What follows belongs to an exercise in optimizing a design on an open flow for small area; a production flow would make more cautious choices. The RTL was checked by simulation tests, not by an equivalence proof against the original design.

## flow/design.v (module list and top-level ports; edited modules follow where they fit)
// module lcz80_reg: 48 lines
// module lcz80_alu: 344 lines
// module lcz80_mcode: 2030 lines
// module lcz80_core: 1168 lines
// module lcz80: 135 lines
module lcz80 (
	m1_n, 
	mreq_n, 
	iorq_n, 
	rd_n, 
	wr_n, 
	rfsh_n, 
	halt_n, 
	busak_n, 
	A, 
	dout, 
	reset_n, 
	clk, 
	wait_n, 
	int_n, 
	nmi_n, 
	busrq_n, 
	di
);
  // ...
==> flow/run.sh <==
#!/bin/bash
# synth_recipe.tcl (not shown) runs the flow's synth.tcl, then flattens the netlist and writes it again
# the make line also repeats each setting of config.mk as NAME=value (left out here)
make -C /OpenROAD-flow-scripts/flow DESIGN_CONFIG=/design/flow/config.mk WORK_HOME=/design/flow/orfs CLKGATE_MAP_FILE= SYNTH_SCRIPT=/design/flow/synth_recipe.tcl finish
==> flow/config.mk <==
export PLATFORM = sky130hd
export DESIGN_NAME = lcz80
export DESIGN_NICKNAME = lcz80
export VERILOG_FILES = /design/flow/design.v
export SDC_FILE = /design/flow/constraint.sdc
export NUM_CORES = 4
export LEC_CHECK = 0
export CAP_MARGIN = 20
export CORE_MARGIN = 2
export CORE_UTILIZATION = 40
export SLEW_MARGIN = 20
==> flow/constraint.sdc <==
create_clock -name core_clock -period 11.0 [get_ports {clk}]
set_input_delay 2.2000 -clock core_clock [delete_from_list [all_inputs] [get_ports {clk}]]
set_output_delay 2.2000 -clock core_clock [all_outputs]
set_load 0.01 [all_outputs]
==> results_dict.tcl, run 1 <==
set metrics [dict create \
    status "timing/DRC/antenna clean" \
    wl_per_cell_microns 37.73 \
    grt_use_met2_pct 65.66 \
    drive_above_1_share_pct 12.27 \
    avgSynthCellArea_sq_um 7.924 \
    wl_met2_mm 86.33 \
    synthTopCellsByCount "nand2_1 (580), o21ai_0 (369), nor2_1 (363)" \
    place.gp.congestion 1.104 \
    min-delay-start "i_core.R[6]$_DFFE_PN0P_" \
    crit_end "i_core.i_reg.RegsH[5][6]$_DFFE_PP_" \
    rsz0062_at_grt "no" \
    critical_path_class "reg2reg" \
    final_max_slew_viol_count 0 \
    clkbuf_count 64 \
    die_w_microns 298 \
    async_flop_share_pct 53.55 \
    cpLargestDelayFamily "compound AO/OA/AOI/OAI gates" \
    yosys.area_share.adder_pct 4.154 \
    multi_input_area_share_pct 59.30 \
    whs_ns 0.4678 \
    port_buffers 45 \
    synth_top_area_share_pct 14.76 \
    seq_share_pct 26.39 \
    grt_use_total_pct 45.12 \
    grt_util_met1_pct 57.28 \
    clock-root-buffer "clkbuf_16" \
    clkCellAreaFrac_pct 4.288 \
]
==> module lcz80_alu, before the edit <==
module lcz80_alu (
  Q, 
  F_Out, 
  Arith16, 
  Z16, 
  ALU_Op, 
  IR, 
  ISet, 
  BusA, 
  BusB, 
  F_In
);
input 		  Arith16;
input 		  Z16;
input  [3:0]  ALU_Op;
input  [5:0]  IR;
input  [1:0]  ISet;
input  [7:0]  BusA;
input  [7:0]  BusB;
input  [7:0]  F_In;
output [7:0]  Q;
output [7:0]  F_Out;
reg [7:0]     Q;
reg [7:0]     F_Out;
function [4:0] AddSub4;
input [3:0] A;
input [3:0] B;
input Sub;
input Carry_In;
begin
  AddSub4 = { 1'b0, A } + { 1'b0, (Sub)?~B:B } + {4'h0,Carry_In};
end
endfunction
function [3:0] AddSub3;
input [2:0] A;
input [2:0] B;
input Sub;
input Carry_In;
begin
  AddSub3 = { 1'b0, A } + { 1'b0, (Sub)?~B:B } + {3'h0,Carry_In};
end
endfunction
function [1:0] AddSub1;
input A;
input B;
input Sub;
input Carry_In;
begin
  AddSub1 = { 1'b0, A } + { 1'b0, (Sub)?~B:B } + {1'h0,Carry_In};
end
endfunction
reg UseCarry;
reg Carry7_v;
reg OverFlow_v;
reg HalfCarry_v;
reg Carry_v;
reg [7:0] Q_v;
reg [7:0] BitMask;
always @(ALU_Op or BusA or BusB or F_In or IR)
begin
	case (IR[5:3])
		3'b000 : BitMask = 8'b00000001;
		3'b001 : BitMask = 8'b00000010;
		3'b010 : BitMask = 8'b00000100; 
		3'b011 : BitMask = 8'b00001000; 
		3'b100 : BitMask = 8'b00010000; 
		3'b101 : BitMask = 8'b00100000; 
		3'b110 : BitMask = 8'b01000000; 
		default: BitMask = 8'b10000000; 
	endcase
	UseCarry = ~ ALU_Op[2] && ALU_Op[0];
	{ HalfCarry_v, Q_v[3:0] } = AddSub4(BusA[3:0], BusB[3:0], ALU_Op[1], ALU_Op[1] ^ (UseCarry && F_In[0]) );
	{ Carry7_v, Q_v[6:4]  } = AddSub3(BusA[6:4], BusB[6:4], ALU_Op[1], HalfCarry_v);
	{ Carry_v, Q_v[7] } = AddSub1(BusA[7], BusB[7], ALU_Op[1], Carry7_v);
	OverFlow_v = Carry_v ^ Carry7_v;
end
reg [7:0] Q_t;
reg [8:0] DAA_Q;
always @ (ALU_Op or Arith16 or BitMask or BusA or BusB
	or Carry_v or F_In or HalfCarry_v or IR or ISet
	or OverFlow_v or Q_v or Z16)
begin
  Q_t = 8'hxx;
  DAA_Q = {9{1'bx}}; 
  F_Out = F_In;
	case (ALU_Op)
		4'b0000, 4'b0001,  4'b0010, 4'b0011, 4'b0100, 4'b0101, 4'b0110, 4'b0111 :
		begin
			F_Out[1] = 1'b0;
			F_Out[0] = 1'b0;
			case (ALU_Op[2:0])
				3'b000, 3'b001 :  
				begin
					Q_t = Q_v;
					F_Out[0] = Carry_v;
					F_Out[4] = HalfCarry_v;
					F_Out[2] = OverFlow_v;
				end
				3'b010, 3'b011, 3'b111 :  
				begin
					Q_t = Q_v;
					F_Out[1] = 1'b1;
					F_Out[0] = ~ Carry_v;
					F_Out[4] = ~ HalfCarry_v;
					F_Out[2] = OverFlow_v;
				end
				3'b100 :  
				begin
					Q_t[7:0] = BusA & BusB;
					F_Out[4] = 1'b1;
				end
				3'b101 :  
				begin
					Q_t[7:0] = BusA ^ BusB;
					F_Out[4] = 1'b0;
				end
				default :  
				begin
					Q_t[7:0] = BusA | BusB;
					F_Out[4] = 1'b0;
				end  
			endcase 
		if (ALU_Op[2:0] == 3'b111 ) 
			begin  
				F_Out[3] = BusB[3];
				F_Out[5] = BusB[5];
			end 
		else 
			begin
				F_Out[3] = Q_t[3];
				F_Out[5] = Q_t[5];
			end
		if (Q_t[7:0] == 8'b00000000 ) 
			begin
				F_Out[6] = 1'b1;
				if (Z16 == 1'b1 ) 
					begin
						F_Out[6] = F_In[6];	 
					end
			end 
		else 
			begin
				F_Out[6] = 1'b0;
			end 
		F_Out[7] = Q_t[7];
		case (ALU_Op[2:0])
			3'b000, 3'b001, 3'b010, 3'b011, 3'b111 : ; 
			default :
				F_Out[2] = ~(^Q_t);                    
		endcase
		if (Arith16 == 1'b1 ) 
			begin
				F_Out[7] = F_In[7];
				F_Out[6] = F_In[6];
				F_Out[2] = F_In[2];
			end
		end  
		4'b1100 :
		begin
			F_Out[4] = F_In[4];
			F_Out[0] = F_In[0];
			DAA_Q[7:0] = BusA;
			DAA_Q[8] = 1'b0;
			if (F_In[1] == 1'b0 ) 
				begin
				if (DAA_Q[3:0] > 9 || F_In[4] == 1'b1 ) 
					begin
						if ((DAA_Q[3:0] > 9) ) 
							begin
								F_Out[4] = 1'b1;
							end 
						else 
							begin
								F_Out[4] = 1'b0;
							end
					DAA_Q = DAA_Q + 6;
					end
				if (DAA_Q[8:4] > 9 || F_In[0] == 1'b1 ) 
					begin
						DAA_Q = DAA_Q + 96;  
					end
				end 
			else 
				begin
					if (DAA_Q[3:0] > 9 || F_In[4] == 1'b1 ) 
						begin
							if (DAA_Q[3:0] > 5 ) 
								begin
									F_Out[4] = 1'b0;
								end
							DAA_Q[7:0] = DAA_Q[7:0] - 6;
						end
					if (BusA > 153 || F_In[0] == 1'b1 ) 
						begin
							DAA_Q = DAA_Q - 352;  
						end
				end
			F_Out[3] = DAA_Q[3];
			F_Out[5] = DAA_Q[5];
			F_Out[0] = F_In[0] || DAA_Q[8];
			Q_t = DAA_Q[7:0];
			if (DAA_Q[7:0] == 8'b00000000 ) 
				begin
					F_Out[6] = 1'b1;
				end 
			else 
				begin
					F_Out[6] = 1'b0;
				end
			F_Out[7] = DAA_Q[7];
			F_Out[2] = ~ (^DAA_Q);
		end
		4'b1101, 4'b1110 :
		begin
			Q_t[7:4] = BusA[7:4];
			if (ALU_Op[0] == 1'b1 ) 
				begin
					Q_t[3:0] = BusB[7:4];
				end 
			else 
				begin
					Q_t[3:0] = BusB[3:0];
				end
			F_Out[4] = 1'b0;
			F_Out[1] = 1'b0;
			F_Out[3] = Q_t[3];
			F_Out[5] = Q_t[5];
			if (Q_t[7:0] == 8'b00000000 ) 
				begin
					F_Out[6] = 1'b1;
				end 
			else 
				begin
					F_Out[6] = 1'b0;
				end
			F_Out[7] = Q_t[7];
			F_Out[2] = ~(^Q_t);
		end
		4'b1001 :
		begin
			Q_t[7:0] = BusB & BitMask;
			F_Out[7] = Q_t[7];
			if (Q_t[7:0] == 8'b00000000 ) 
				begin
					F_Out[6] = 1'b1;
					F_Out[2] = 1'b1;
				end 
			else 
				begin
					F_Out[6] = 1'b0;
					F_Out[2] = 1'b0;
				end
			F_Out[4] = 1'b1;
			F_Out[1] = 1'b0;
			F_Out[3] = 1'b0;
			F_Out[5] = 1'b0;
			if (IR[2:0] != 3'b110 ) 
				begin
					F_Out[3] = BusB[3];
					F_Out[5] = BusB[5];
				end
		end	
		4'b1010 :
			Q_t[7:0] = BusB | BitMask;
		4'b1011 :
			Q_t[7:0] = BusB & ~ BitMask;	
		4'b1000 :
		begin
			case (IR[5:3])
				3'b000 :  
				begin
					Q_t[7:1] = BusA[6:0];
					Q_t[0] = BusA[7];
					F_Out[0] = BusA[7];
				end
				3'b010 :  
				begin
					Q_t[7:1] = BusA[6:0];
					Q_t[0] = F_In[0];
					F_Out[0] = BusA[7];
				end  
				3'b001 :  
				begin
					Q_t[6:0] = BusA[7:1];
					Q_t[7] = BusA[0];
					F_Out[0] = BusA[0];
				end 
				3'b011 :  
				begin                        
					Q_t[6:0] = BusA[7:1];
					Q_t[7] = F_In[0];
					F_Out[0] = BusA[0];
				end
				3'b100 :  
				begin
					Q_t[7:1] = BusA[6:0];
					Q_t[0] = 1'b0;
					F_Out[0] = BusA[7];
				end  
				3'b110 :  
				begin
					Q_t[7:1] = BusA[6:0];
					Q_t[0] = 1'b1;
					F_Out[0] = BusA[7];
				end  
				3'b101 :  
				begin
					Q_t[6:0] = BusA[7:1];
					Q_t[7] = BusA[7];
					F_Out[0] = BusA[0];
				end
				default :  
				begin
					Q_t[6:0] = BusA[7:1];
					Q_t[7] = 1'b0;
					F_Out[0] = BusA[0];
				end
			endcase  
			F_Out[4] = 1'b0;
			F_Out[1] = 1'b0;
			F_Out[3] = Q_t[3];
			F_Out[5] = Q_t[5];
			F_Out[7] = Q_t[7];
			if (Q_t[7:0] == 8'b00000000 ) 
				begin
					F_Out[6] = 1'b1;
				end 
			else 
				begin
					F_Out[6] = 1'b0;
				end
			F_Out[2] = ~(^Q_t);
			if (ISet == 2'b00 ) 
				begin
					F_Out[2] = F_In[2];
					F_Out[7] = F_In[7];
					F_Out[6] = F_In[6];
				end
		end   
		default : ;  
	endcase  
	Q = Q_t;
end
endmodule
==> run 2, diff against run 1 <==
--- a/flow/design.v
+++ b/flow/design.v
@@ -65,334 +65,157 @@
 input  [1:0]  ISet;
 input  [7:0]  BusA;
 input  [7:0]  BusB;
 input  [7:0]  F_In;
 output [7:0]  Q;
 output [7:0]  F_Out;
 reg [7:0]     Q;
 reg [7:0]     F_Out;
-function [4:0] AddSub4;
-input [3:0] A;
-input [3:0] B;
-input Sub;
-input Carry_In;
-begin
-  AddSub4 = { 1'b0, A } + { 1'b0, (Sub)?~B:B } + {4'h0,Carry_In};
-end
-endfunction
-function [3:0] AddSub3;
-input [2:0] A;
-input [2:0] B;
-input Sub;
-input Carry_In;
-begin
-  AddSub3 = { 1'b0, A } + { 1'b0, (Sub)?~B:B } + {3'h0,Carry_In};
-end
-endfunction
-function [1:0] AddSub1;
-input A;
-input B;
-input Sub;
-input Carry_In;
-begin
-  AddSub1 = { 1'b0, A } + { 1'b0, (Sub)?~B:B } + {1'h0,Carry_In};
-end
-endfunction
-reg UseCarry;
-reg Carry7_v;
-reg OverFlow_v;
-reg HalfCarry_v;
-reg Carry_v;
-reg [7:0] Q_v;
-reg [7:0] BitMask;
-always @(ALU_Op or BusA or BusB or F_In or IR)
+wire       Sub = ALU_Op[1];
+wire       Cin = Sub ^ (~ALU_Op[2] & ALU_Op[0] & F_In[0]);
+wire [7:0] Bx  = BusB ^ {8{Sub}};
+wire [4:0] s_lo = {1'b0, BusA[3:0]} + {1'b0, Bx[3:0]} + {4'b0, Cin};
+wire [3:0] s_mid = {1'b0, BusA[6:4]} + {1'b0, Bx[6:4]} + {3'b0, s_lo[4]};
+wire [1:0] s_hi = {1'b0, BusA[7]} + {1'b0, Bx[7]} + {1'b0, s_mid[3]};
+wire [7:0] Q_v = {s_hi[0], s_mid[2:0], s_lo[3:0]};
+wire       HalfCarry_v = s_lo[4];
+wire       Carry7_v = s_mid[3];
+wire       Carry_v = s_hi[1];
+wire       OverFlow_v = Carry_v ^ Carry7_v;
+wire [7:0] BitMask = 8'b1 << IR[5:3];
+wire [3:0] lo = BusA[3:0];
+wire       lo_gt9 = lo[3] & (lo[2] | lo[1]);
+wire       daa_c1 = lo_gt9 | F_In[4];
+wire [8:0] daa_t1_full = {1'b0, BusA} + {1'b0, (daa_c1 ? (F_In[1] ? 8'hFA : 8'h06) : 8'h00)};
+wire [8:0] daa_t1 = {daa_t1_full[8] & ~F_In[1], daa_t1_full[7:0]};
+wire       t1hi_gt9 = daa_t1[8] | (daa_t1[7] & (daa_t1[6] | daa_t1[5]));
+wire       a_gt153 = BusA > 8'd153;
+wire       daa_c2 = F_In[0] | (F_In[1] ? a_gt153 : t1hi_gt9);
+wire [8:0] daa_q = daa_t1 + {1'b0, (daa_c2 ? (F_In[1] ? 8'hA0 : 8'h60) : 8'h00)};
+wire       daa_h = F_In[1] ? (F_In[4] & ~(lo[2] & lo[1]) & ~lo[3]) : lo_gt9;
+reg  [7:0] rot_q;
+reg        rot_c;
+always @(*)
 begin
 	case (IR[5:3])
-		3'b000 : BitMask = 8'b00000001;
-		3'b001 : BitMask = 8'b00000010;
-		3'b010 : BitMask = 8'b00000100; 
-		3'b011 : BitMask = 8'b00001000; 
-		3'b100 : BitMask = 8'b00010000; 
-		3'b101 : BitMask = 8'b00100000; 
-		3'b110 : BitMask = 8'b01000000; 
-		default: BitMask = 8'b10000000; 
+		3'b000 : begin rot_q = {BusA[6:0], BusA[7]}; rot_c = BusA[7]; end  
+		3'b010 : begin rot_q = {BusA[6:0], F_In[0]}; rot_c = BusA[7]; end  
+		3'b001 : begin rot_q = {BusA[0], BusA[7:1]}; rot_c = BusA[0]; end  
+		3'b011 : begin rot_q = {F_In[0], BusA[7:1]}; rot_c = BusA[0]; end  
+		3'b100 : begin rot_q = {BusA[6:0], 1'b0};    rot_c = BusA[7]; end  
+		3'b110 : begin rot_q = {BusA[6:0], 1'b1};    rot_c = BusA[7]; end  
+		3'b101 : begin rot_q = {BusA[7], BusA[7:1]}; rot_c = BusA[0]; end  
+		default: begin rot_q = {1'b0, BusA[7:1]};    rot_c = BusA[0]; end  
 	endcase
-	UseCarry = ~ ALU_Op[2] && ALU_Op[0];
-	{ HalfCarry_v, Q_v[3:0] } = AddSub4(BusA[3:0], BusB[3:0], ALU_Op[1], ALU_Op[1] ^ (UseCarry && F_In[0]) );
-	{ Carry7_v, Q_v[6:4]  } = AddSub3(BusA[6:4], BusB[6:4], ALU_Op[1], HalfCarry_v);
-	{ Carry_v, Q_v[7] } = AddSub1(BusA[7], BusB[7], ALU_Op[1], Carry7_v);
-	OverFlow_v = Carry_v ^ Carry7_v;
 end
 reg [7:0] Q_t;
-reg [8:0] DAA_Q;
-always @ (ALU_Op or Arith16 or BitMask or BusA or BusB
-	or Carry_v or F_In or HalfCarry_v or IR or ISet
-	or OverFlow_v or Q_v or Z16)
+always @(*)
 begin
-  Q_t = 8'hxx;
-  DAA_Q = {9{1'bx}}; 
-  F_Out = F_In;
 	case (ALU_Op)
-		4'b0000, 4'b0001,  4'b0010, 4'b0011, 4'b0100, 4'b0101, 4'b0110, 4'b0111 :
+		4'b0100 : Q_t = BusA & BusB;
+		4'b0101 : Q_t = BusA ^ BusB;
+		4'b0110 : Q_t = BusA | BusB;
+		4'b1000 : Q_t = rot_q;
+		4'b1001 : Q_t = BusB & BitMask;
+		4'b1010 : Q_t = BusB | BitMask;
+		4'b1011 : Q_t = BusB & ~BitMask;
+		4'b1100 : Q_t = daa_q[7:0];
+		4'b1101 : Q_t = {BusA[7:4], BusB[7:4]};
+		4'b1110 : Q_t = {BusA[7:4], BusB[3:0]};
+		default : Q_t = Q_v;
+	endcase
+end
+wire Zero = (Q_t == 8'h00);
+wire Par  = ~(^Q_t);
+always @(*)
+begin
+	Q = Q_t;
+	F_Out = F_In;
+	case (ALU_Op)
+		4'b0000, 4'b0001, 4'b0010, 4'b0011, 4'b0100, 4'b0101, 4'b0110, 4'b0111 :
 		begin
-			F_Out[1] = 1'b0;
-			F_Out[0] = 1'b0;
 			case (ALU_Op[2:0])
-				3'b000, 3'b001 :  
+				3'b000, 3'b001 :
 				begin
-					Q_t = Q_v;
 					F_Out[0] = Carry_v;
 					F_Out[4] = HalfCarry_v;
 					F_Out[2] = OverFlow_v;
 				end
-				3'b010, 3'b011, 3'b111 :  
+				3'b010, 3'b011, 3'b111 :
 				begin
-					Q_t = Q_v;
-					F_Out[1] = 1'b1;
-					F_Out[0] = ~ Carry_v;
-					F_Out[4] = ~ HalfCarry_v;
+					F_Out[0] = ~Carry_v;
+					F_Out[4] = ~HalfCarry_v;
 					F_Out[2] = OverFlow_v;
 				end
-				3'b100 :  
+				default :
 				begin
-					Q_t[7:0] = BusA & BusB;
-					F_Out[4] = 1'b1;
+					F_Out[0] = 1'b0;
+					F_Out[4] = (ALU_Op[2:0] == 3'b100);
+					F_Out[2] = Par;
 				end
-				3'b101 :  
-				begin
-					Q_t[7:0] = BusA ^ BusB;
-					F_Out[4] = 1'b0;
-				end
-				default :  
-				begin
-					Q_t[7:0] = BusA | BusB;
-					F_Out[4] = 1'b0;
-				end  
-			endcase 
-		if (ALU_Op[2:0] == 3'b111 ) 
-			begin  
-				F_Out[3] = BusB[3];
-				F_Out[5] = BusB[5];
-			end 
-		else 
-			begin
-				F_Out[3] = Q_t[3];
-				F_Out[5] = Q_t[5];
-			end
-		if (Q_t[7:0] == 8'b00000000 ) 
-			begin
-				F_Out[6] = 1'b1;
-				if (Z16 == 1'b1 ) 
-					begin
-						F_Out[6] = F_In[6];	 
-					end
-			end 
-		else 
-			begin
-				F_Out[6] = 1'b0;
-			end 
-		F_Out[7] = Q_t[7];
-		case (ALU_Op[2:0])
-			3'b000, 3'b001, 3'b010, 3'b011, 3'b111 : ; 
-			default :
-				F_Out[2] = ~(^Q_t);                    
-		endcase
-		if (Arith16 == 1'b1 ) 
+			endcase
+			F_Out[1] = ALU_Op[1] & ~(ALU_Op[2] & ~ALU_Op[0]);
+			F_Out[3] = (ALU_Op[2:0] == 3'b111) ? BusB[3] : Q_t[3];
+			F_Out[5] = (ALU_Op[2:0] == 3'b111) ? BusB[5] : Q_t[5];
+			F_Out[6] = Zero & ~Z16 | Zero & F_In[6];
+			F_Out[7] = Q_t[7];
+			if (Arith16)
 			begin
 				F_Out[7] = F_In[7];
 				F_Out[6] = F_In[6];
 				F_Out[2] = F_In[2];
 			end
-		end  
+		end
 		4'b1100 :
 		begin
-			F_Out[4] = F_In[4];
-			F_Out[0] = F_In[0];
-			DAA_Q[7:0] = BusA;
-			DAA_Q[8] = 1'b0;
-			if (F_In[1] == 1'b0 ) 
-				begin
-				if (DAA_Q[3:0] > 9 || F_In[4] == 1'b1 ) 
-					begin
-						if ((DAA_Q[3:0] > 9) ) 
-							begin
-								F_Out[4] = 1'b1;
-							end 
-						else 
-							begin
-								F_Out[4] = 1'b0;
-							end
-					DAA_Q = DAA_Q + 6;
-					end
-				if (DAA_Q[8:4] > 9 || F_In[0] == 1'b1 ) 
-					begin
-						DAA_Q = DAA_Q + 96;  
-					end
-				end 
-			else 
-				begin
-					if (DAA_Q[3:0] > 9 || F_In[4] == 1'b1 ) 
-						begin
-							if (DAA_Q[3:0] > 5 ) 
-								begin
-									F_Out[4] = 1'b0;
-								end
-							DAA_Q[7:0] = DAA_Q[7:0] - 6;
-						end
-					if (BusA > 153 || F_In[0] == 1'b1 ) 
-						begin
-							DAA_Q = DAA_Q - 352;  
-						end
-				end
-			F_Out[3] = DAA_Q[3];
-			F_Out[5] = DAA_Q[5];
-			F_Out[0] = F_In[0] || DAA_Q[8];
-			Q_t = DAA_Q[7:0];
-			if (DAA_Q[7:0] == 8'b00000000 ) 
-				begin
-					F_Out[6] = 1'b1;
-				end 
-			else 
-				begin
-					F_Out[6] = 1'b0;
-				end
-			F_Out[7] = DAA_Q[7];
-			F_Out[2] = ~ (^DAA_Q);
+			F_Out[4] = daa_h;
+			F_Out[3] = Q_t[3];
+			F_Out[5] = Q_t[5];
+			F_Out[0] = F_In[0] | daa_q[8];
+			F_Out[6] = Zero;
+			F_Out[7] = Q_t[7];
+			F_Out[2] = Par ^ daa_q[8];
 		end
 		4'b1101, 4'b1110 :
 		begin
-			Q_t[7:4] = BusA[7:4];
-			if (ALU_Op[0] == 1'b1 ) 
-				begin
-					Q_t[3:0] = BusB[7:4];
-				end 
-			else 
-				begin
-					Q_t[3:0] = BusB[3:0];
-				end
 			F_Out[4] = 1'b0;
 			F_Out[1] = 1'b0;
 			F_Out[3] = Q_t[3];
 			F_Out[5] = Q_t[5];
-			if (Q_t[7:0] == 8'b00000000 ) 
-				begin
-					F_Out[6] = 1'b1;
-				end 
-			else 
-				begin
-					F_Out[6] = 1'b0;
-				end
+			F_Out[6] = Zero;
 			F_Out[7] = Q_t[7];
-			F_Out[2] = ~(^Q_t);
+			F_Out[2] = Par;
 		end
 		4'b1001 :
 		begin
-			Q_t[7:0] = BusB & BitMask;
 			F_Out[7] = Q_t[7];
-			if (Q_t[7:0] == 8'b00000000 ) 
-				begin
-					F_Out[6] = 1'b1;
-					F_Out[2] = 1'b1;
-				end 
-			else 
-				begin
-					F_Out[6] = 1'b0;
-					F_Out[2] = 1'b0;
-				end
+			F_Out[6] = Zero;
+			F_Out[2] = Zero;
 			F_Out[4] = 1'b1;
 			F_Out[1] = 1'b0;
-			F_Out[3] = 1'b0;
-			F_Out[5] = 1'b0;
-			if (IR[2:0] != 3'b110 ) 
-				begin
-					F_Out[3] = BusB[3];
-					F_Out[5] = BusB[5];
-				end
-		end	
-		4'b1010 :
-			Q_t[7:0] = BusB | BitMask;
-		4'b1011 :
-			Q_t[7:0] = BusB & ~ BitMask;	
+			F_Out[3] = (IR[2:0] != 3'b110) & BusB[3];
+			F_Out[5] = (IR[2:0] != 3'b110) & BusB[5];
+		end
 		4'b1000 :
 		begin
-			case (IR[5:3])
-				3'b000 :  
-				begin
-					Q_t[7:1] = BusA[6:0];
-					Q_t[0] = BusA[7];
-					F_Out[0] = BusA[7];
-				end
-				3'b010 :  
-				begin
-					Q_t[7:1] = BusA[6:0];
-					Q_t[0] = F_In[0];
-					F_Out[0] = BusA[7];
-				end  
-				3'b001 :  
-				begin
-					Q_t[6:0] = BusA[7:1];
-					Q_t[7] = BusA[0];
-					F_Out[0] = BusA[0];
-				end 
-				3'b011 :  
-				begin                        
-					Q_t[6:0] = BusA[7:1];
-					Q_t[7] = F_In[0];
-					F_Out[0] = BusA[0];
-				end
-				3'b100 :  
-				begin
-					Q_t[7:1] = BusA[6:0];
-					Q_t[0] = 1'b0;
-					F_Out[0] = BusA[7];
-				end  
-				3'b110 :  
-				begin
-					Q_t[7:1] = BusA[6:0];
-					Q_t[0] = 1'b1;
-					F_Out[0] = BusA[7];
-				end  
-				3'b101 :  
-				begin
-					Q_t[6:0] = BusA[7:1];
-					Q_t[7] = BusA[7];
-					F_Out[0] = BusA[0];
-				end
-				default :  
-				begin
-					Q_t[6:0] = BusA[7:1];
-					Q_t[7] = 1'b0;
-					F_Out[0] = BusA[0];
-				end
-			endcase  
+			F_Out[0] = rot_c;
 			F_Out[4] = 1'b0;
 			F_Out[1] = 1'b0;
 			F_Out[3] = Q_t[3];
 			F_Out[5] = Q_t[5];
-			F_Out[7] = Q_t[7];
-			if (Q_t[7:0] == 8'b00000000 ) 
-				begin
-					F_Out[6] = 1'b1;
-				end 
-			else 
-				begin
-					F_Out[6] = 1'b0;
-				end
-			F_Out[2] = ~(^Q_t);
-			if (ISet == 2'b00 ) 
-				begin
-					F_Out[2] = F_In[2];
-					F_Out[7] = F_In[7];
-					F_Out[6] = F_In[6];
-				end
-		end   
-		default : ;  
-	endcase  
-	Q = Q_t;
+			if (ISet != 2'b00)
+			begin
+				F_Out[7] = Q_t[7];
+				F_Out[6] = Zero;
+				F_Out[2] = Par;
+			end
+		end
+		default : ;
+	endcase
 end
 endmodule
 module lcz80_mcode (
 	MCycles, 
 	TStates, 
 	Prefix, 
 	Inc_PC, 
 	Inc_WZ, 
@@ -564,18 +387,17 @@
 			3'b110  : is_cc_true = FF[7] == 1'b0;  
 			3'b111  : is_cc_true = FF[7] == 1'b1;  
 		endcase
 	end
 endfunction 
 reg [2:0] DDD;
 reg [2:0] SSS;
 reg [1:0] DPAIR;
-always @ (F or IR or ISet or IntCycle or MCycle
-		  or NMICycle)
+always @(*)
 begin
 	DDD = IR[5:3];
 	SSS = IR[2:0];
 	DPAIR = IR[5:4];
 	MCycles = 3'b001;
 	if (MCycle[0] ) 
 		begin
 			TStates = 3'b100;
@@ -2503,17 +2325,16 @@
 reg  [2:0]    RegAddrB;
 reg  [2:0]    RegAddrC;
 reg           RegWEH;
 reg           RegWEL;
 reg           Alternate;
 reg [15:0]    TmpAddr;
 reg [7:0]     IR; 
 reg [1:0]     ISet; 
-reg [15:0]    RegBusA_r;
 reg [15:0]    ID16;
 reg [7:0]     Save_Mux;
 reg [6:0]     tstate;
 reg [6:0]     mcycle;
 reg           last_mcycle, last_tstate;
 reg           IntE_FF1;
 reg           IntE_FF2;
 reg           Halt_FF;
@@ -2589,17 +2410,17 @@
 wire          I_RRD;
 wire          I_INRC;
 wire          SetDI;
 wire          SetEI;
 wire [1:0]    IMode;
 wire          Halt;
 reg [15:0]    PC16;
 reg [15:0]    PC16_B;
-reg [15:0]    SP16, SP16_A, SP16_B;
+reg [15:0]    SP16;
 reg [15:0]    ID16_B;
 reg           Oldnmi_n;
 lcz80_mcode i_mcode (
 	.IR                   (IR),
 	.ISet                 (ISet),
 	.MCycle               (mcycle),
 	.F                    (F),
 	.NMICycle             (NMICycle),
@@ -2688,17 +2509,17 @@
 		7'b0001zzz : mcyc_to_number = 3'h4;
 		7'b00001zz : mcyc_to_number = 3'h3;
 		7'b000001z : mcyc_to_number = 3'h2;
 		7'b0000001 : mcyc_to_number = 3'h1;
 		default : mcyc_to_number = 3'h1;
 	endcase
 end
 endfunction
-always @(mcycle or mcycles or tstate or tstates)
+always @(*)
 begin
 	case (mcycles)
 		1 : last_mcycle = mcycle[0];
 		2 : last_mcycle = mcycle[1];
 		3 : last_mcycle = mcycle[2];
 		4 : last_mcycle = mcycle[3];
 		5 : last_mcycle = mcycle[4];
 		6 : last_mcycle = mcycle[5];
@@ -2711,19 +2532,17 @@
 		2 : last_tstate = tstate[2];
 		3 : last_tstate = tstate[3];
 		4 : last_tstate = tstate[4];
 		5 : last_tstate = tstate[5];
 		6 : last_tstate = tstate[6];
 		default : last_tstate = 1'bx;
 	endcase
 end
-  always @(ALU_Q or BusAck or BusB or DI_Reg
-	   or ExchangeRp or IR or Save_ALU_r or Set_Addr_To or XY_Ind
-	   or XY_State or cen or last_tstate or mcycle)
+  always @(*)
     begin
       ClkEn = cen && ~ BusAck;
       if (last_tstate)
         T_Res = 1'b1;
       else T_Res = 1'b0;
       if (XY_State != 2'b00 && XY_Ind == 1'b0 &&
           ((Set_Addr_To == aXY) ||
            (mcycle[0] && IR == 8'b11001011) ||
@@ -2733,16 +2552,33 @@
         NextIs_XY_Fetch = 1'b0;
       if (ExchangeRp)
         Save_Mux = BusB;
       else if (!Save_ALU_r)
         Save_Mux = DI_Reg;
       else
         Save_Mux = ALU_Q;
     end  
+  reg [15:0] JumpT;
+  reg        JumpT_Sel;
+  always @(*)
+    begin
+      JumpT_Sel = Jump || JumpXY || Call || RstP || (last_mcycle && NMICycle) ||
+                  (mcycle[2] && IntCycle && IStatus == 2'b10);
+      if (Jump)
+        JumpT = { DI_Reg, TmpAddr[7:0] };
+      else if (JumpXY)
+        JumpT = RegBusC;
+      else if (Call || RstP)
+        JumpT = TmpAddr;
+      else if (last_mcycle && NMICycle)
+        JumpT = 16'h0066;
+      else
+        JumpT = { I, TmpAddr[7:0] };
+    end
   always @ (posedge clk or negedge reset_n)
     begin
       if (reset_n == 1'b0 ) 
         begin
           PC <= 0;   
           A <= 0;
           TmpAddr <= 0;
           IR <= 8'b00000000;
@@ -2853,44 +2689,21 @@
                       if (Prefix == 2'b01 ) 
                         begin
                           ISet <= 2'b01;
                         end
                     end
                   if (T_Res == 1'b1 ) 
                     begin
                       BTR_r <= (I_BT || I_BC || I_BTR) && ~ No_BTR;
-                      if (Jump == 1'b1 ) 
+                      if (JumpT_Sel)
                         begin
-                          A[15:8] <= DI_Reg;
-                          A[7:0] <= TmpAddr[7:0];
-                          PC[15:8] <= DI_Reg;
-                          PC[7:0] <= TmpAddr[7:0];
-                        end 
-                      else if (JumpXY == 1'b1 ) 
-                        begin
-                          A <= RegBusC;
-                          PC <= RegBusC;
-                        end else if (Call == 1'b1 || RstP == 1'b1 ) 
-                          begin
-                            A <= TmpAddr;
-                            PC <= TmpAddr;
-                          end 
-                        else if (last_mcycle && NMICycle == 1'b1 ) 
-                          begin
-                            A <= 16'b0000000001100110;
-                            PC <= 16'b0000000001100110;
-                          end 
-                        else if (mcycle[2] && IntCycle == 1'b1 && IStatus == 2'b10 ) 
-                          begin
-                            A[15:8] <= I;
-                            A[7:0] <= TmpAddr[7:0];
-                            PC[15:8] <= I;
-                            PC[7:0] <= TmpAddr[7:0];
-                          end 
+                          A <= JumpT;
+                          PC <= JumpT;
+                        end
                         else 
                           begin
                             case (Set_Addr_To)
                               aXY :
                                 begin
                                   if (XY_State == 2'b00 ) 
                                     begin
                                       A <= RegBusC;
@@ -2997,17 +2810,17 @@
                         end
                       if (RstP == 1'b1 ) 
                         begin
                           TmpAddr <= { 10'h0, IR[5:3], 3'h0 };
                         end
                     end
                   if (tstate[3] && mcycle[5] ) 
                     begin
-                      TmpAddr <= SP16;
+                      TmpAddr <= PC16;
                     end
                   if ((tstate[2] && wait_n == 1'b1) || (tstate[4] && mcycle[0]) ) 
                     begin
                       if (IncDec_16[2:0] == 3'b111 ) 
                         begin
                           SP <= SP16;
                         end
                     end
@@ -3175,40 +2988,36 @@
                 begin
                   IncDecZ <= 1'b0;
                 end 
               else 
                 begin
                   IncDecZ <= 1'b1;
                 end
             end
-          RegBusA_r <= RegBusA;
         end
     end  
-  always @( Alternate or ExchangeDH or IncDec_16
-	   or RegAddrA_r or RegAddrB_r or XY_State or mcycle or tstate)
+  always @(*)
     begin
       if ((tstate[2] || (tstate[3] && mcycle[0] && IncDec_16[2] == 1'b1)) && XY_State == 2'b00)
         RegAddrA = { Alternate, IncDec_16[1:0] };
       else if ((tstate[2] || (tstate[3] && mcycle[0] && IncDec_16[2] == 1'b1)) && IncDec_16[1:0] == 2'b10)
         RegAddrA = { XY_State[1], 2'b11 };
       else if (ExchangeDH == 1'b1 && tstate[3])
         RegAddrA = { Alternate, 2'b10 };
       else if (ExchangeDH == 1'b1 && tstate[4])
         RegAddrA = { Alternate, 2'b01 };
       else
         RegAddrA = RegAddrA_r;
       if (ExchangeDH == 1'b1 && tstate[3])
         RegAddrB = { Alternate, 2'b01 };
       else
         RegAddrB = RegAddrB_r;
     end  
-  always @( ALU_Op_r or Auto_Wait_t1 or ExchangeDH
-	   or IncDec_16 or Read_To_Reg_r or Save_ALU_r or mcycle
-	   or tstate or wait_n)
+  always @(*)
     begin
       RegWEH = 1'b0;
       RegWEL = 1'b0;
       if ((tstate[1] && ~Save_ALU_r && ~Auto_Wait_t1) ||
           (Save_ALU_r && (ALU_Op_r != 4'b0111)) ) 
         begin
           case (Read_To_Reg_r)
             5'b10000 , 5'b10001 , 5'b10010 , 5'b10011 , 5'b10100 , 5'b10101 :
@@ -3231,30 +3040,29 @@
               begin
                 RegWEH = 1'b1;
                 RegWEL = 1'b1;
               end  
             default : ;
           endcase
         end
     end  
-  always @( ExchangeDH or ID16 or IncDec_16 or RegBusA_r
-	   or RegBusB or Save_Mux or mcycle or tstate)
+  always @(*)
     begin
       RegDIH = Save_Mux;
       RegDIL = Save_Mux;
       if (ExchangeDH == 1'b1 && tstate[3] ) 
         begin
           RegDIH = RegBusB[15:8];
           RegDIL = RegBusB[7:0];
         end
       else if (ExchangeDH == 1'b1 && tstate[4] ) 
         begin
-          RegDIH = RegBusA_r[15:8];
-          RegDIL = RegBusA_r[7:0];
+          RegDIH = BusA;
+          RegDIL = BusB;
         end
       else if (IncDec_16[2] == 1'b1 && ((tstate[2] && ~mcycle[0]) || (tstate[3] && mcycle[0])) ) 
         begin
           RegDIH = ID16[15:8];
           RegDIL = ID16[7:0];
         end
     end
   lcz80_reg i_reg
@@ -3274,16 +3082,19 @@
      .DOBL                 (RegBusB[7:0]),
      .DOCH                 (RegBusC[15:8]),
      .DOCL                 (RegBusC[7:0])
      );
   always @ (posedge clk)
     begin
       if (ClkEn == 1'b1 ) 
         begin
+          if (ExchangeDH && tstate[3])
+            BusB <= RegBusA[7:0];
+          else
           case (Set_BusB_To)
             4'b0111 :
               BusB <= ACC;
             4'b0000 , 4'b0001 , 4'b0010 , 4'b0011 , 4'b0100 , 4'b0101 :
               begin
                 if (Set_BusB_To[0] == 1'b1 ) 
                   begin
                     BusB <= RegBusB[7:0];
@@ -3307,16 +3118,19 @@
               BusB <= PC[7:0];
             4'b1101 :
               BusB <= PC[15:8];
             4'b1110 :
               BusB <= 8'b00000000;
             default :
               BusB <= 8'h0;
           endcase
+          if (ExchangeDH && tstate[3])
+            BusA <= RegBusA[15:8];
+          else
           case (Set_BusA_To)
             4'b0111 :
               BusA <= ACC;
             4'b0000 , 4'b0001 , 4'b0010 , 4'b0011 , 4'b0100 , 4'b0101 :
               begin
                 if (Set_BusA_To[0] == 1'b1 )
                   begin
                     BusA <= RegBusA[7:0];
@@ -3355,18 +3169,17 @@
                 end 
               else 
                 begin
                   rfsh_n <= 1'b1;
                 end
             end
         end
     end 
-  always @( BusAck or Halt_FF or I_DJNZ or IntCycle
-	   or IntE_FF1 or di or iorq_i or mcycle or tstate)
+  always @(*)
     begin
       mc = mcycle;
       ts = tstate;
       DI_Reg = di;
       halt_n = ~ Halt_FF;
       busak_n = ~ BusAck;
       intcycle_n = ~ IntCycle;
       IntE = IntE_FF1;
@@ -3535,53 +3348,40 @@
                 end
               if (tstate[0]) 
                 begin
                   m1_n <= 1'b0;
                 end
             end
         end
     end
-  always @( BTR_r or DI_Reg or IncDec_16 or JumpE or PC
-	   or RegBusA or RegBusC or SP or tstate)
+  always @(*)
     begin
       if (JumpE == 1'b1 ) 
         begin
           PC16_B = { {8{DI_Reg[7]}}, DI_Reg };
         end 
       else if (BTR_r == 1'b1 ) 
         begin
           PC16_B = -2;
         end
       else
         begin
           PC16_B = 1;
         end
-      if (tstate[3])
-        begin
-          SP16_A = RegBusC;
-          SP16_B = { {8{DI_Reg[7]}}, DI_Reg };
-        end
-      else
-        begin
-          SP16_A = SP;
-          if (IncDec_16[3] == 1'b1)
-            SP16_B = -1;
-          else
-            SP16_B = 1;
-        end
       if (IncDec_16[3])  
         ID16_B = -1;
       else
         ID16_B = 1;
       ID16 = RegBusA + ID16_B;
-      PC16 = PC + PC16_B;
-      SP16 = SP16_A + SP16_B;
+      SP16 = SP + ID16_B;
+      PC16 = (tstate[3] ? RegBusC : PC) +
+             (tstate[3] ? { {8{DI_Reg[7]}}, DI_Reg } : PC16_B);
     end  
-  always @( IntCycle or NMICycle or mcycle)
+  always @(*)
     begin
       Auto_Wait = 1'b0;
       if (IntCycle == 1'b1 || NMICycle == 1'b1 ) 
         begin
           if (mcycle[0] ) 
             begin
               Auto_Wait = 1'b1;
             end
==> flow/flow/run.sh (new file) <==
#!/bin/bash
# Own layout flow: the standard flow (standard.sh) unchanged except that
#  - the combinational logic is mapped with an area-oriented ABC script (flow/area.abc)
#    instead of ORFS's speed script; every other synthesis step, and so every register,
#    is the standard synthesis's;
#  - half/full adders are left to ABC (no ADDER_MAP_FILE cell mapping);
#  - CTS runs without dummy loads, with larger sink clusters (CTS_ARGS replaces
#    the CTS settings of config.mk).
set -euo pipefail
W=$(pwd)
F=$W/flow
sed "s|log_cmd abc {\*}\$abc_args|log_cmd abc -script $F/area.abc {*}[lrange \$abc_args 2 end]|" \
  "$FLOW_HOME/scripts/synth.tcl" > "$W/area_synth_orfs.tcl"
grep -q "$F/area.abc" "$W/area_synth_orfs.tcl"
sed "s|\$::env(SCRIPTS_DIR)/synth.tcl|$W/area_synth_orfs.tcl|" "$W/synth_recipe.tcl" > "$W/area_synth.tcl"
grep -q "$W/area_synth_orfs.tcl" "$W/area_synth.tcl"
sed "s|SYNTH_SCRIPT=$W/synth_recipe.tcl|SYNTH_SCRIPT=$W/area_synth.tcl|" "$W/standard.sh" > "$W/area_standard.sh"
grep -q "SYNTH_SCRIPT=$W/area_synth.tcl" "$W/area_standard.sh"
export ADDER_MAP_FILE=
export CTS_ARGS="-sink_clustering_enable -repair_clock_nets -dont_use_dummy_load -sink_clustering_size 30 -sink_clustering_max_diameter 100 -buf_list sky130_fd_sc_hd__clkbuf_16"
bash "$W/area_standard.sh" > "$W/flow.log" 2>&1
==> flow/flow/area.abc (new file) <==
strash
&get -n
&st
&synch2
&dch -f
&nf -R 1000
&st
&synch2
&dch -f
&nf -R 1000
&st
&synch2
&dch -f
&nf -R 1000
&st
&synch2
&dch -f
&nf -R 1000
&st
&synch2
&dch -f
&nf -R 1000
&put
==> flow/standard.sh (new file) <==
#!/bin/bash
# synth_recipe.tcl (not shown) runs the flow's synth.tcl, then flattens the netlist and writes it again
# the make line also repeats each setting of config.mk as NAME=value (left out here)
make -C /OpenROAD-flow-scripts/flow DESIGN_CONFIG=/design/flow/config.mk WORK_HOME=/design/flow/orfs CLKGATE_MAP_FILE= SYNTH_SCRIPT=/design/flow/synth_recipe.tcl "${@:-finish}"
==> flow/config.mk (replaced) <==
export PLATFORM = sky130hd
export DESIGN_NAME = lcz80
export DESIGN_NICKNAME = lcz80
export VERILOG_FILES = /design/flow/design.v
export SDC_FILE = /design/flow/constraint.sdc
export NUM_CORES = 4
export LEC_CHECK = 0
export CAP_MARGIN = 35
export CORE_MARGIN = 2
export CORE_UTILIZATION = 45
export GPL_TIMING_DRIVEN = 0
export SETUP_SLACK_MARGIN = 0.6
export SLEW_MARGIN = 35
removed: flow/run.sh
==> run 2 against run 1 <==
Non-clock buffer count decreased by 139. Still clean. Synthesized cell count decreased by 20%. Area after synthesis decreased by 19%. First-iteration DRC count increased by 8.8%. Critical endpoint is now i_core.i_reg.RegsH[6][7]$_DFFE_PP_. Clock skew increased by 0.097 ns. Sequential cell count decreased by 16. Worst setup slack got worse by 1.2 ns. Critical path type unchanged. Core utilization increased by 6.2 points. Highest routed layer unchanged. Design area decreased by 18%.
==> results_dict.tcl, run 2 <==
set metrics [dict create \
    status "timing/DRC/antenna clean" \
    cts_tree "done" \
    finalCritPeriodShare_pct 94.69 \
    place_area_sq_um 30650 \
    fmax_mhz 96.01 \
    slew_headroom_pct 28.34 \
    synth_flop_cell "edfxtp_1" \
    clock-root-buffer "clkbuf_16" \
    clk_path_buf_depth 3 \
    pre_cts_ws_ns -0.5300 \
    avgSynthCellArea_sq_um 7.977 \
    min-delay-start "i_core.No_BTR$_DFF_PN0_" \
    drive_above_1_share_pct 8.448 \
    grt_use_total_pct 46.78 \
    insertion_delay_ns 0.65 \
    htreeDepth 1 \
    layout_setup_ws_ns 0.5845 \
    viasPerCell 7.604 \
    end_kind "flip-flop" \
    stdcell_area_sq_um 31360 \
    final_max_slew_viol_count 0 \
    maxCapViolations 0 \
    synth_most_common_cell "nand2_1" \
    wl_per_cell_microns 34.63 \
    ys_types 68 \
    worstPathArrival_ns 10.73 \
    start_util_pct 45.34 \
    drt-total-wl_mm 152.8 \
    worstPathRequired_ns 11.32 \
    fin_nets 3638 \
    synth_top_area_share_pct 16.59 \
    die_h_microns 252.9 \
    drt_iter0_drc 6277 \
    synthTopCellsByCount "nand2_1 (528), nor2_1 (460), a21oi_1 (389)" \
    synth_warnings 5 \
    tightest_slew_ns 1.045 \
    fillers 5954 \
    synth.area.top_cells "edfxtp_1 (17%), dfrtp_1 (13%), nand2_1 (7.1%)" \
    overflow 0 \
    num_io_pins 46 \
    synth-edff-count 154 \
    layout_commonest_cell "nand2_1" \
    die-area_sq_um 63960 \
    max_stage_delay_ns 0.76 \
    synth_seq_area_share_pct 34.43 \
    ys_ff_latch 350 \
    place.gp.congestion 1.069 \
    synth_fp_nets 3509 \
    synth_area_sq_um 27880 \
    drc 0 \
    start_kind "flip-flop" \
    fin_skew_ns 0.1373 \
    r2r-start "i_core.IR[1]$_DFFE_PN0P_" \
    finalHoldViolCount 0 \
    syn_to_final_growth_pct 12.49 \
    reg_top3 "i_core.i_reg.RegsH: 64 flops, i_core.i_reg.RegsL: 64 flops" \
    ant_nets 0 \
    critical_path_class "reg2reg" \
    syn_inst 3495 \
    cts_sinks 350 \
    async_flop_share_pct 56.00 \
    cpMaxStageDelayCell "dfrtp_2" \
    period_minus_slack_ns 10.42 \
    grt_start_max_net_pins 76 \
    holdCritPathClass "reg2reg" \
    crit_path_start "i_core.IR[1]$_DFFE_PN0P_" \
    core-area_sq_um 61480 \
    clkTransAtPathRegs_ns 0.11 \
    vias 33566 \
    antenna_found_initial 6 \
    hpwlAfterDp_mm 112.8 \
    rsz0062_at_grt "no" \
    grt_pass1_wl_mm 219.4 \
    dpl.cell_count 4384 \
    die_w_microns 252.9 \
    yosys.area.top_type "edfxtp_1" \
    grt_pass1_vias 31132 \
    setup_viol 0 \
    fin_cells 4414 \
    port_buffers 45 \
    rows 91 \
    final_cell_mix "nand2_1 (521), nor2_1 (417), a21oi_1 (384)" \
    cp_max_fo 23 \
    numCtsBuffers 23 \
    dr.pass1.iters 10 \
]
-- run 2: worst max-delay path, delay by kind of cell (launching register included) --
family	cells	cell delay [ns]
AO/OA/AOI/OAI	8	3.67
AND/OR/NAND/NOR	14	4.67
flip-flops	1	0.76
XOR/XNOR	1	0.14
buffers and inverters	2	0.44
multiplexers	1	0.38
-- run 2: cell families after synthesis --
kind of cell    after synthesis  share of synthesized area, %
compound gates             1339                         30.19
xor+xnor                    122                         3.833
fa+ha+maj                     5                        0.1795
buf+inv                      52                        0.7001
flops                       350                         34.43
mux                         150                         7.140
simple gates               1477                         23.52
-- run 2: layout make-up --
type | instances | area, sq um | area share [%]
Timing Repair Buffer | 104 | 1343 | 4.281
Inverter | 52 | 210.2 | 0.6703
Multi-Input combinational cell | 3093 | 18600 | 59.32
Sequential cell | 350 | 9635 | 30.73
Clock buffer | 23 | 575.6 | 1.835
Antenna cell | 2 | 5.005 | 0.01596
Tap cell | 790 | 988.4 | 3.152
-- run 2: path summary, 6_finish.rpt --
path	endpoint	slack [ns]	cells past startpoint
max	i_core.i_reg.RegsH[6][7]$_DFFE_PP_	0.58	26
min	i_core.BTR_r$_DFFE_PN0P_	0.49	1
max reg2reg	i_core.i_reg.RegsH[6][7]$_DFFE_PP_	0.58	26
min reg2reg	i_core.BTR_r$_DFFE_PN0P_	0.49	1
max in group asynchronous	i_core.Ap[4]$_DFFE_PN1P_	8.64	2
min in group asynchronous	i_core.Pre_XY_F_M[1]$_DFFE_PN0P_	1.57	1
-- run 2: metrics by stage --
step / TNS, ns / hold WS [ns] / util [%]
floorplan: 0 / 0.4355 / -
global placement: -998.09 / 0.4525 / 47.70
detailed placement: -4.239 / 0.4649 / 49.85
CTS: 0 / 0.4858 / 50.87
global route: 0 / 0.4992 / 51.00
finish: 0 / 0.4852 / 51.01
-- run 2: per-layer routing --
layer | GRT usage (%) | part of all wire [%] | up-vias
li1 | - | - | 13795
met1 | 58.50 | 36 | 15996
met2 | 68.12 | 41 | 2969
met3 | 14.32 | 14 | 798
met4 | 34.22 | 9.6 | 8
met5 | 0 | 0.037 | -
-- run 2: repair_timing --
action | CTS | global route
resized for setup | 12 | 11
hold buffers | 0 | 0
setup endpoints to repair | 41 | 49
buffers inserted | 3 | 2
pin swaps | 1 | 1
==> run 3, diff against run 2 <==
--- a/flow/flow/run.sh
+++ b/flow/flow/run.sh
@@ -18,4 +18,4 @@
 grep -q "SYNTH_SCRIPT=$W/area_synth.tcl" "$W/area_standard.sh"
 export ADDER_MAP_FILE=
-export CTS_ARGS="-sink_clustering_enable -repair_clock_nets -dont_use_dummy_load -sink_clustering_size 30 -sink_clustering_max_diameter 100 -buf_list sky130_fd_sc_hd__clkbuf_16"
+export CTS_ARGS="-sink_clustering_enable -repair_clock_nets -dont_use_dummy_load -sink_clustering_size 20 -sink_clustering_max_diameter 60 -buf_list sky130_fd_sc_hd__clkbuf_16"
 bash "$W/area_standard.sh" > "$W/flow.log" 2>&1
==> flow/flow/area.abc (replaced) <==
strash
&get -n
&st
&synch2
&dc2
&dch -f
&nf -R 1000
&st
&synch2
&dc2
&dch -f
&nf -R 1000
&st
&synch2
&dc2
&dch -f
&nf -R 1000
&st
&synch2
&dc2
&dch -f
&nf -R 1000
&st
&synch2
&dc2
&dch -f
&nf -R 1000
&st
&dch -f
&nf -R 2000 -E 10
&put
==> run 3 against run 2 <==
Critical path depth increased by 8. Critical path type unchanged. Count of clock-buffer cells in the layout rose by 12. Final cell count shrank 2.9%. Largest cell class unchanged. Design area fell by 0.64%. Clock skew shrank 0.060 ns. Core utilization rose by 0.91 points. Critical endpoint is now i_core.i_reg.RegsH[1][7]$_DFFE_PP_. Register-to-register slack better by 0.11 ns. Hold slack got worse by 0.021 ns.
==> results_dict.tcl, run 3 <==
set metrics [dict create \
    ant_nets 0 \
    final_core_util_pct 51.91 \
    synth_most_common_cell "nand2_1" \
    yosys.area.top_type "edfxtp_1" \
    synth_flop_cell "edfxtp_1" \
    finalCritPeriodShare_pct 93.68 \
    synth_warnings 5 \
    final_cell_mix "nand2_1 (456), nor2_1 (403), a21oi_1 (356)" \
    drive_above_1_share_pct 9.694 \
    critical_path_class "reg2reg" \
    rsz0062_at_grt "no" \
    fmax_mhz 97.04 \
    end_kind "flip-flop" \
    layout_commonest_cell "nand2_1" \
    fin_nets 3513 \
    grt_start_max_net_pins 76 \
    setup_viol 0 \
    die-area_sq_um 62440 \
    crit_path_start "i_core.IR[3]$_DFFE_PN0P_" \
    slew_headroom_pct 27.24 \
    start_util_pct 45.33 \
    rows 90 \
    hpwlAfterDp_mm 109.5 \
    drc 0 \
    die_h_microns 249.9 \
    cpLargestDelayFamily "simple AND/OR/NAND/NOR gates" \
    syn_inst 3350 \
    htreeDepth 2 \
    num_io_pins 46 \
    r2r-start "i_core.IR[3]$_DFFE_PN0P_" \
    synth_xor_area_share_pct 3.155 \
    synth_top_family_by_area "compound AO/OA/AOI/OAI gates" \
    holdCritPathClass "reg2reg" \
    port_buffers 45 \
    cp_common_cell "nor2_1" \
    synthTopCellsByCount "nand2_1 (460), nor2_1 (451), a21oi_1 (366)" \
    vias 32901 \
    clk_path_buf_depth 3 \
    overflow 0 \
    synth_top_area_share_pct 17.00 \
    drt-total-wl_mm 148.8 \
    cpMaxStageDelayCell "dfrtp_4" \
    drt_iter0_drc 5692 \
    whs_ns 0.4646 \
    tightest_slew_ns 1.087 \
    cp_max_fo 37 \
    synthMuxAreaShare_pct 6.917 \
    reg_top3 "i_core.i_reg.RegsH: 64 flops, i_core.i_reg.RegsL: 64 flops" \
    yosys.area_share.adder_pct 0 \
    ys_ff_latch 350 \
    min-delay-start "i_core.No_BTR$_DFF_PN0_" \
    synth_fp_nets 3364 \
    clkTransAtPathRegs_ns 0.08 \
    synth_compound_area_share_pct 31.33 \
    path_buf_inv 5 \
    dr.pass1.iters 7 \
    die_w_microns 249.9 \
    synth-edff-count 154 \
    numCtsBuffers 35 \
    avgSynthCellArea_sq_um 8.121 \
    synth_seq_area_share_pct 35.28 \
    fin_skew_ns 0.07775 \
    wl_per_cell_microns 34.73 \
    worstPathArrival_ns 10.54 \
    worstPathRequired_ns 11.24 \
    grt_use_total_pct 46.10 \
    synth-simple-area-share_pct 22.11 \
    antenna_found_initial 7 \
    final_max_slew_viol_count 0 \
    max_stage_delay_ns 0.62 \
    cts_sinks 350 \
    syn_to_final_growth_pct 14.53 \
    hold_buffers 0 \
    start_kind "flip-flop" \
    maxCapViolations 0 \
    grt_pass1_vias 30164 \
    insertion_delay_ns 0.60 \
    async_flop_share_pct 56.00 \
    viasPerCell 7.680 \
    clock-root-buffer "clkbuf_16" \
    grt_pass1_wl_mm 213.3 \
    cts_tree "done" \
    status "timing/DRC/antenna clean" \
    finalHoldViolCount 0 \
    period_minus_slack_ns 10.30 \
    core-area_sq_um 60020 \
    synth.area.top_cells "edfxtp_1 (17%), dfrtp_1 (13%), a21oi_1 (6.7%)" \
    ys_types 66 \
    place.gp.congestion 1.052 \
    synth_area_sq_um 27210 \
]
-- run 3: cell count changes after synthesis, moves of 25 or more --
cell      delta
a221oi_1    +27
nand2_1     -68
o21ai_0     -85
a22oi_1     -43
o221ai_1    +25
clkinv_1    +35
-- run 3: kinds of logic (layout without fill, tap and decap cells) --
kind of cell | Yosys count | in the layout
DFF | 350 | 350
xor gates and xnor gates | 98 | 98
AOI/OAI and AO/OA | 1311 | 1311
buffers and inverters | 87 | 234
and+or+nand+nor | 1362 | 1362
muxes | 142 | 142
other | 0 | 5
-- run 3: metal layers --
metal	GRT usage, %	wire length [microns]
met4	23.58	9606
met5	0.1544	72
met1	60.77	55120
met2	66.69	61270
met3	16.07	22710
-- run 3: stage by stage --
stage	setup TNS [ns]	area (sq um)	worst slack, ns	std cells
CTS	0	30950	0.6141	4274
finish	0	31160	0.6953	4284
global route	0	31150	0.5816	4279
detailed placement	-23.99	30050	-0.7852	4239
global placement	-2098.09	28640	-8.361	4177
floorplan	0	27210	0.7561	3350
-- run 3: path summary, 6_finish.rpt --
check | end | slack, ns | depth (start not counted)
min in group asynchronous | i_core.mcycle[1]$_DFFE_PN0P_ | 1.61 | 1
min reg2reg | i_core.BTR_r$_DFFE_PN0P_ | 0.46 | 1
max in group asynchronous | i_core.ALU_Op_r[1]$_DFFE_PN0N_ | 8.17 | 3
min | i_core.BTR_r$_DFFE_PN0P_ | 0.46 | 1
max reg2reg | i_core.i_reg.RegsH[1][7]$_DFFE_PP_ | 0.70 | 34
max | i_core.i_reg.RegsH[1][7]$_DFFE_PP_ | 0.70 | 34
-- run 3: timing repair --
action,4_1_cts,5_1_grt
buffers inserted,0,4
endpoints found under the setup margin,107,73
gates resized for setup,9,17
pin swaps,0,1
hold endpoints to repair,0,0
-- run 3: cell type report --
class / instances / area [sq um]
clock buffer: 35 / 875.8
antenna: 5 / 12.51
inverter: 87 / 352.8
sequential: 350 / 9632
tap: 782 / 978.4
fill: 5649 / 28860
timing repair buffer: 112 / 1378
multi-input combinational: 2913 / 17930
==> run 4, diff against run 3 <==
--- a/flow/flow/run.sh
+++ b/flow/flow/run.sh
@@ -5,4 +5,5 @@
 #    is the standard synthesis's;
 #  - half/full adders are left to ABC (no ADDER_MAP_FILE cell mapping);
+#  - ports are buffered with buf_1 cells (BUFFER_PORTS_ARGS);
 #  - CTS runs without dummy loads, with larger sink clusters (CTS_ARGS replaces
 #    the CTS settings of config.mk).
@@ -18,4 +19,5 @@
 grep -q "SYNTH_SCRIPT=$W/area_synth.tcl" "$W/area_standard.sh"
 export ADDER_MAP_FILE=
+export BUFFER_PORTS_ARGS="-inputs -outputs -buffer_cell sky130_fd_sc_hd__buf_1"
 export CTS_ARGS="-sink_clustering_enable -repair_clock_nets -dont_use_dummy_load -sink_clustering_size 20 -sink_clustering_max_diameter 60 -buf_list sky130_fd_sc_hd__clkbuf_16"
 bash "$W/area_standard.sh" > "$W/flow.log" 2>&1
==> flow/flow/area.abc (replaced) <==
strash
&get -n
&st
&synch2
&dch -f
&nf -R 1000
&st
&synch2
&dch -f
&nf -R 1000
&st
&synch2
&dch -f
&nf -R 1000
&st
&synch2
&dch -f
&nf -R 1000
&st
&synch2
&dch -f
&nf -R 1000
&put
==> run 4 against run 3 <==
Via count grew 2.1%. Sequential share of layout area shrank 0.44 points. Fmax shrank 2.1%. Critical path depth shrank 6. Worst setup slack lost 0.22 ns. Sequential cell count is the same. Non-clock buffer count shrank 4.
==> results_dict.tcl, run 4 <==
set metrics [dict create \
    whs_ns 0.4596 \
    r2r_cells 28 \
    synth_top_area_share_pct 16.59 \
    htreeDepth 2 \
    clkTransAtPathRegs_ns 0.06 \
    cts_sinks 350 \
    drive_above_1_share_pct 8.874 \
    grt_pass1_wl_mm 218.2 \
    insertion_delay_ns 0.60 \
    wl_per_cell_microns 34.53 \
    crit_path_start "i_core.IR[5]$_DFFE_PN0P_" \
    syn_inst 3495 \
    critical_path_class "reg2reg" \
    synth.area.top_cells "edfxtp_1 (17%), dfrtp_1 (13%), nand2_1 (7.1%)" \
    synth_flop_cell "edfxtp_1" \
    numCtsBuffers 37 \
    clk_path_buf_depth 3 \
    maxCapViolations 0 \
    vias 33595 \
    cts_tree "done" \
    rows 91 \
    drt-total-wl_mm 153.1 \
    synth_fp_nets 3509 \
    num_io_pins 46 \
    slew_headroom_pct 29.59 \
    viasPerCell 7.578 \
    cts_resized 14 \
    port_buffers 45 \
    drt_iter0_drc 6164 \
    drc 0 \
    worstPathRequired_ns 11.23 \
    die-area_sq_um 63960 \
    cp_common_cell "nor2_1" \
    core-area_sq_um 61480 \
    post_cts_buffers 0 \
    fin_skew_ns 0.08008 \
    async_flop_share_pct 56.00 \
    rsz0062_at_grt "no" \
    finalHoldViolCount 0 \
    fin_nets 3656 \
    rr_endpoint "i_core.i_reg.RegsH[1][7]$_DFFE_PP_" \
    pre_cts_ws_ns -0.5984 \
    worstHoldEndpoint "i_core.BTR_r$_DFFE_PN0P_" \
    ant_nets 0 \
    holdCritPathClass "reg2reg" \
    end_kind "flip-flop" \
    start_util_pct 45.34 \
    die_h_microns 252.9 \
    place.gp.congestion 1.109 \
    grt_pass1_vias 30748 \
    r2r-start "i_core.IR[5]$_DFFE_PN0P_" \
    clock-root-buffer "clkbuf_16" \
    setup_viol 0 \
    period_minus_slack_ns 10.52 \
    die_w_microns 252.9 \
    fmax_mhz 95.03 \
    cp_max_fo 23 \
    tightest_slew_ns 1.056 \
    status "timing/DRC/antenna clean" \
    syn_to_final_growth_pct 13.37 \
    start_kind "flip-flop" \
    ys_types 68 \
    final_cell_mix "nand2_1 (521), nor2_1 (418), a21oi_1 (383)" \
    layout_commonest_cell "nand2_1" \
    final_max_slew_viol_count 0 \
    hpwlAfterDp_mm 113.0 \
    layout_setup_ws_ns 0.4774 \
    synth-edff-count 154 \
    reg_top3 "i_core.i_reg.RegsH: 64 flops, i_core.i_reg.RegsL: 64 flops" \
    grt_use_total_pct 46.66 \
    finalCritPeriodShare_pct 95.66 \
    synth_seq_area_share_pct 34.43 \
    fillers 5804 \
    overflow 0 \
    yosys.area.top_type "edfxtp_1" \
    synth_area_sq_um 27880 \
    dr.pass1.iters 14 \
    synthTopCellsByCount "nand2_1 (528), nor2_1 (460), a21oi_1 (389)" \
    avgSynthCellArea_sq_um 7.977 \
    synth_warnings 5 \
    cpMaxStageDelayCell "dfrtp_2" \
    synth_most_common_cell "nand2_1" \
    min-delay-start "i_core.No_BTR$_DFF_PN0_" \
    antenna_found_initial 5 \
    ys_ff_latch 350 \
    reg2reg_slack_ns 0.48 \
    max_stage_delay_ns 0.81 \
    whs_path_depth 1 \
    hold_buffers 0 \
    grt_start_max_net_pins 58 \
    worstPathArrival_ns 10.76 \
]
==> run 4: final cells by class <==
| cell class | instances | area (sq um) | area share [%] |
|---|---|---|---|
| flip-flops and latches | 350 | 9632 | 30.48 |
| repair buffers | 108 | 1244 | 3.935 |
| well taps | 790 | 988.4 | 3.127 |
| inverters | 52 | 207.7 | 0.6572 |
| diodes | 3 | 7.507 | 0.02375 |
| clock buffers | 37 | 925.9 | 2.930 |
| multi-input cells | 3093 | 18600 | 58.85 |
==> run 4: cells by family after synthesis <==
logic type               after synthesis  synth area share (%)
AND/OR/NAND/NOR                     1477                 23.52
AO/OA/AOI/OAI                       1339                 30.19
flip-flops                           350                 34.43
multiplexers                         150                 7.140
XOR/XNOR                             122                 3.833
buffers and inverters                 52                0.7001
adder cells (fa/ha/maj)                5                0.1795
==> run 4: worst max path at each step <==
stage,to,slack [ns],cells after the start
after detailed placement,i_core.i_reg.RegsH[1][7]$_DFFE_PP_,-0.60,27
after global placement,i_core.i_reg.RegsH[1][7]$_DFFE_PP_,-6.94,24
after CTS,i_core.i_reg.RegsH[1][7]$_DFFE_PP_,0.66,27
after global routing,i_core.i_reg.RegsH[1][7]$_DFFE_PP_,0.64,28
final,i_core.i_reg.RegsH[1][7]$_DFFE_PP_,0.48,28
after floorplan,i_core.i_reg.RegsH[0][7]$_DFFE_PP_,1.10,24
==> run 4: worst max-delay path, delay by kind of cell, from the launching register on <==
kind	cells	cell delay, ns
and+or+nand+nor	14	4.95
DFF	1	0.81
buffers and inverters	3	0.95
AOI/OAI and AO/OA	9	2.91
muxes	1	0.37
xor gates and xnor gates	1	0.14
==> run 4: routing by layer <==
layer	vias up	GRT usage (%)	routed length, microns
met5	-	0	22
met2	2974	70.27	64860
li1	13863	-	-
met1	16002	57.50	54200
met3	752	13.62	20460
met4	4	32.41	13540
==> run 4: metrics by stage <==
step	utilization, %	area, sq um	std cells	TNS (ns)
floorplan	-	27890	3495	0
global placement	47.24	29040	4330	-1281.81
detailed placement	49.70	30560	4391	-4.786
finish	51.40	31610	4433	0
CTS	51.27	31520	4428	0
global route	51.39	31600	4430	0

==> port drivers added, routing unchanged <==
Ports are ideal in the flow. The routed layouts listed here were re-timed in OpenROAD.
Step 1: set_driving_cell puts a clkbuf_16 on clk and a buf_2 on each other input, an assumption about the parent block.
Step 2 times the ports against the registers' clock, not the clock port: input delays grow and output delays shrink by t, the midpoint of the rising clock arrivals with the driver on.
Three values: ideal, step 1, step 2; two values: the first two.
run	t (ns)	setup slack, ns	worst data-port slew with drivers (ns)	pins driven straight from the clock port
run 1	0.747	1.808 / 1.808 / 1.808	0.11	1
run 2	0.641	0.585 / 0.585 / 0.585	0.05	1
run 3	0.622	0.695 / 0.695 / 0.695	0.05	1
run 4	0.634	0.477 / 0.478 / 0.478	0.04	1
After both steps setup and hold are still met in every run listed.
